This is an optimization exercise on Yosys and OpenROAD, whose aim is small area, not a production implementation. The RTL was checked by simulation tests, not by an equivalence proof against the original design. Power is estimated from default activity; no workload was simulated.

== before ==
==> module I2C_Master, before the edit <==
module I2C_Master (
input	wire [7:0] _Data_in,
input	wire [7:0] _Reg_addr,
input	wire [6:0] _Dev_addr,
input	wire	   clk,rst,_RW_sel,
input	wire	 _SDA_in,
output	reg	 	 SDA_out,
output	reg	 	 SCL_out
);
reg [7:0] Data_in;
reg [7:0] Reg_addr;
reg [6:0] Dev_addr;
reg       RW_sel;
reg [3:0] P;
reg [2:0] j;
reg [2:0] u;
reg       SDA_in;
wire idle = (P[3] & ~P[2] & ~j[0]) | (P[3] & ~P[2] & ~u[2] & u[1]) | (P[3] & ~P[2] & ~u[2] & u[0]);
wire single = (P[2] & P[0]) | (RW_sel & ~P[3] & ~P[0]) | (~RW_sel & ~P[1] & P[0]) | (~P[2] & P[1] & ~P[0]);
wire selSCL = (~RW_sel & ~P[2] & P[1] & ~j[0]) | (~P[3] & P[2] & ~P[1] & P[0]) | (P[3] & ~P[2] & ~u[2] & u[1]) | (P[3] & ~P[2] & ~j[0]) | (P[3] & ~P[2] & ~u[2] & u[0]);
wire selN = (~P[3] & P[2] & ~P[0]);
wire selR = (RW_sel & ~P[2] & ~P[1] & ~P[0]);
wire gDEV = (P[3] & ~P[1] & ~P[0]) | (RW_sel & ~P[2] & ~P[1] & P[0]);
wire gDEV2 = (RW_sel & ~P[2] & ~P[1] & P[0]);
wire gREG = (P[3] & P[1] & ~P[0]);
wire gWR = (~RW_sel & ~P[3] & ~P[1] & ~P[0]);
wire A = (P[3] & P[0]) | (~P[3] & P[1] & ~P[0]);
wire stop_end = (~RW_sel & ~P[3] & ~P[2] & P[1] & u[2] & u[0]) | (~P[3] & P[2] & ~P[1] & P[0] & u[2] & u[0]);
wire holdR = (~P[3] & P[2]) | (~P[2] & ~P[1] & P[0]) | (RW_sel & ~P[2] & ~P[1]);
wire jumpc = (P[3] & j[2] & j[1] & j[0] & ~u[2] & ~u[1] & ~u[0]);
wire sample = (P[3] & P[2] & P[0]) | (RW_sel & ~P[3] & ~P[2] & P[1]);
wire blk = (~u[2] & ~u[1] & ~u[0]);
wire sclu = (u[2] & ~u[1]) | (u[2] & ~u[0]) | (~u[2] & u[1] & u[0]);
wire rsu = (~u[2] & u[0]) | (~u[2] & u[1]) | (u[2] & ~u[1] & ~u[0]);
wire [7:0] devv = {Dev_addr, gDEV2};
wire sda_d = (gDEV & devv[~j]) | (gREG & Reg_addr[~j]) | (gWR & Data_in[~j]);
wire force0 = ~rst | (SDA_in & A) | stop_end;
wire hold = SDA_in & holdR;
wire jump = SDA_in & jumpc;
wire blk_end = blk & ~hold;
wire [2:0] u_inc = {u[2] ^ (u[1] & u[0]), u[1] ^ u[0], ~u[0]};
wire [2:0] j_inc = {j[2] ^ (j[1] & j[0]), j[1] ^ j[0], ~j[0]};
wire [3:0] P_inc = {P[3] ^ (P[2] & P[1] & P[0]), P[2] ^ (P[1] & P[0]), P[1] ^ P[0], ~P[0]};
always @(posedge clk) begin
	if (force0) begin
		u <= 3'd6;
		j <= 3'd6;
		P <= 4'd11;
	end
	else begin
		u <= u_inc;
		if (jump)
			P <= 4'd7;
		else if (blk_end & (single | (j == 3'd7)))
			P <= P_inc;
		if (blk_end & ~single)
			j <= j_inc;
	end
	if (~rst)
		SDA_in <= 1'b0;
	else if (sample)
		SDA_in <= _SDA_in;
	if (idle) begin
		Data_in <= _Data_in;
		Reg_addr <= _Reg_addr;
		Dev_addr <= _Dev_addr;
		RW_sel <= _RW_sel;
	end
	SDA_out <= (selSCL & SCL_out) | selN | (selR & (SDA_in | rsu)) | sda_d;
	SCL_out <= idle | sclu;
end
endmodule
Settings: LEC_CHECK=0, ABC_AREA=1, CAP_MARGIN=20, CORE_MARGIN=2, CORE_UTILIZATION=40, SLEW_MARGIN=20; clock period 5.0 ns.
standard.sh (not shown) runs the stock make flow with config.mk's settings and CLKGATE_MAP_FILE= SYNTH_SCRIPT=/design/flow/synth_recipe.tcl, a recipe that flattens the netlist after the stock synthesis.
==> flow/flow/run.sh <==
#!/bin/bash
# Own layout flow: the standard ORFS flow (standard.sh) with these changes.
#  - synthesis maps with an area-oriented ABC script (flow/abc_area.script:
#    strash; dch -f; amap) instead of ORFS's delay-driven one; everything else
#    in synthesis, register naming included, is ORFS's own, except that
#    adders are left to ABC as plain gates (ADDER_MAP_FILE empty)
#  - port buffers use the smallest buffer (buf_1)
#  - after floorplan every logic cell is swapped to its smallest drive
#    strength (repair_design / repair_timing upsize again where needed)
#  - CTS uses clkbuf_4 and inserts no dummy load cells
# Each tool's full output stays in orfs/logs; this script's own output goes
# to run.log in the work folder.
set -euo pipefail
W=$(pwd)
exec > "$W/run.log" 2>&1
rm -rf "$W/scripts_area"
cp -r "$FLOW_HOME/scripts" "$W/scripts_area"
cp "$W/flow/abc_area.script" "$W/scripts_area/abc_area.script"
ADDER_MAP_FILE= SCRIPTS_DIR="$W/scripts_area" bash standard.sh synth
export BUFFER_PORTS_ARGS="-buffer_cell sky130_fd_sc_hd__buf_1"
export CTS_ARGS="-sink_clustering_enable -repair_clock_nets -dont_use_dummy_load -buf_list sky130_fd_sc_hd__clkbuf_4 -root_buf sky130_fd_sc_hd__clkbuf_4"
export POST_FLOORPLAN_TCL="$W/flow/downsize.tcl"
bash standard.sh finish
Other scripts of this flow, unchanged in this note and not shown: flow/flow/abc_area.script, flow/flow/downsize.tcl
before finished all stages; the layout is clean.
Input-level comparison between after and before:
==> flow/design.v <==
module I2C_Master (
input	wire [7:0] _Data_in,
input	wire [7:0] _Reg_addr,
input	wire [6:0] _Dev_addr,
input	wire	   clk,rst,_RW_sel,
input	wire	 _SDA_in,
output	reg	 	 SDA_out,
output	reg	 	 SCL_out
);
reg [7:0] Data_in;
reg [7:0] Reg_addr;
reg [6:0] Dev_addr;
reg       RW_sel;
reg [3:0] P;
reg [2:0] j;
reg [2:0] u;
reg       SDA_in;
wire idle = (~P[3] & ~P[0] & j[2] & ~j[0]) | (~P[3] & ~P[0] & j[2] & ~u[2] & ~u[0]) | (~P[3] & ~P[0] & j[2] & ~u[2] & ~u[1]);
wire single = (P[2] & ~P[0]) | (P[3] & P[0]) | (~RW_sel & P[3]) | (RW_sel & P[2] & P[1]);
wire selSCL = (~P[3] & ~P[0] & j[2] & ~j[0]) | (P[3] & P[2] & ~P[1]) | (~RW_sel & P[3] & P[0]) | (~P[3] & ~P[0] & j[2] & ~u[2] & ~u[0]) | (~P[3] & ~P[0] & j[2] & ~u[2] & ~u[1]);
wire selN = (P[3] & P[1] & P[0]);
wire selR = (RW_sel & P[2] & P[1] & P[0]);
wire gDEV = (~P[3] & ~P[2] & P[0]) | (RW_sel & ~P[2] & ~P[1] & ~P[0]);
wire gDEV2 = (RW_sel & ~P[2] & ~P[1] & ~P[0]);
wire gREG = (~P[3] & ~P[1] & P[0]);
wire gWR = (~RW_sel & P[2] & P[1] & P[0]);
wire A = (~P[3] & ~P[0]) | (~P[2] & ~P[1] & P[0]);
wire stop_end = (P[3] & P[2] & ~P[1] & u[2]) | (~RW_sel & P[3] & P[0] & u[2]);
wire holdR = (~RW_sel & P[3]) | (RW_sel & P[1] & P[0]) | (P[3] & P[2]);
wire jumpc = (~P[1] & j[2] & j[1] & j[0] & u[2] & u[1] & u[0]);
wire sample = (~P[3] & P[2] & ~P[0]) | (P[3] & ~P[2] & P[1] & ~P[0]) | (RW_sel & ~P[2] & ~P[1] & P[0]);
wire blk = (u[2] & u[1] & u[0]);
wire sclu = (u[2] & ~u[1]) | (~u[2] & u[1]);
wire rsu = (~u[2]);
wire [7:0] devv = {Dev_addr, gDEV2};
wire [7:0] gv = ({8{gDEV}} & devv) | ({8{gREG}} & Reg_addr) | ({8{gWR}} & Data_in);
wire [7:0] gvr = {gv[7], gv[3], gv[5], gv[1], gv[6], gv[2], gv[4], gv[0]};
wire sda_d = gvr[{~j[0], ~j[1], ~j[2]}];
wire force0 = ~rst | (SDA_in & A) | stop_end;
wire hold = SDA_in & holdR;
wire jump = SDA_in & jumpc;
wire blk_end = blk & ~hold;
wire [2:0] u_inc = {u[2] ^ (u[1] & u[0]), u[1] ^ u[0], ~u[0]};
wire [2:0] j_inc = {j[2] ^ (j[1] & j[0]), j[1] ^ j[0], ~j[0]};
wire [3:0] P_inc = {P[3] ^ (P[2] & P[1] & P[0]), P[2] ^ (P[1] & P[0]), P[1] ^ P[0], ~P[0]};
always @(posedge clk) begin
	if (force0) begin
		u <= 3'd5;
		j <= 3'd6;
		P <= 4'd2;
	end
	else begin
		u <= u_inc;
		if (jump)
			P <= 4'd14;
		else if (blk_end & (single | (j == 3'd7)))
			P <= P_inc;
		if (blk_end & ~single)
			j <= j_inc;
	end
	if (~rst)
		SDA_in <= 1'b0;
	else if (sample)
		SDA_in <= _SDA_in;
	if (idle) begin
		Data_in <= _Data_in;
		Reg_addr <= _Reg_addr;
		Dev_addr <= _Dev_addr;
		RW_sel <= _RW_sel;
	end
	SDA_out <= (selSCL & SCL_out) | selN | (selR & (SDA_in | rsu)) | sda_d;
	SCL_out <= idle | sclu;
end
endmodule
Results
Looking at shortest clock period the worst path allows after layout, after sits 66 ps above before.
after: worst setup timing slack at the placement stage is 130 ps lower than what before reported.
On power share of the clock group: after sits above before.
The final reports for after and before show aggregate global-route resource usage higher in the former.
Final-layout worst hold slack (after over before): decrease, 87 ps

-- separate check: timing with driven ports --
How much do the figures lean on ideal ports? The routed layouts below were timed once more, with nothing changed but the port constraints. Step 1 sets driving cells, clkbuf_16 on the clock port and buf_2 on the other inputs (assumed; they add their load-dependent delay and slew). Step 2, shift: input delay + t, output delay - t, t = (earliest + latest rising clock arrival at the registers) / 2. This alone moves slack from input paths to output paths. a / b / c = ideal ports / drivers / drivers and shift; a / b = the first two.
run | t, ns | setup slack, ns | hold WS [ns] | worst setup path after step 2 | worst data-port slew with drivers (ns)
before | 0.351 | 2.678 / 2.678 / 2.678 | 0.479 / 0.479 / 0.479 | register to register | 0.03
after | 0.352 | 2.611 / 2.611 / 2.565 | 0.392 / 0.392 / 0.392 | input to register | 0.03
After both steps every run listed still meets setup and hold. For after, which loses most, drivers alone change the setup slack by 0.000 ns; drivers and shift together by -0.046 ns.
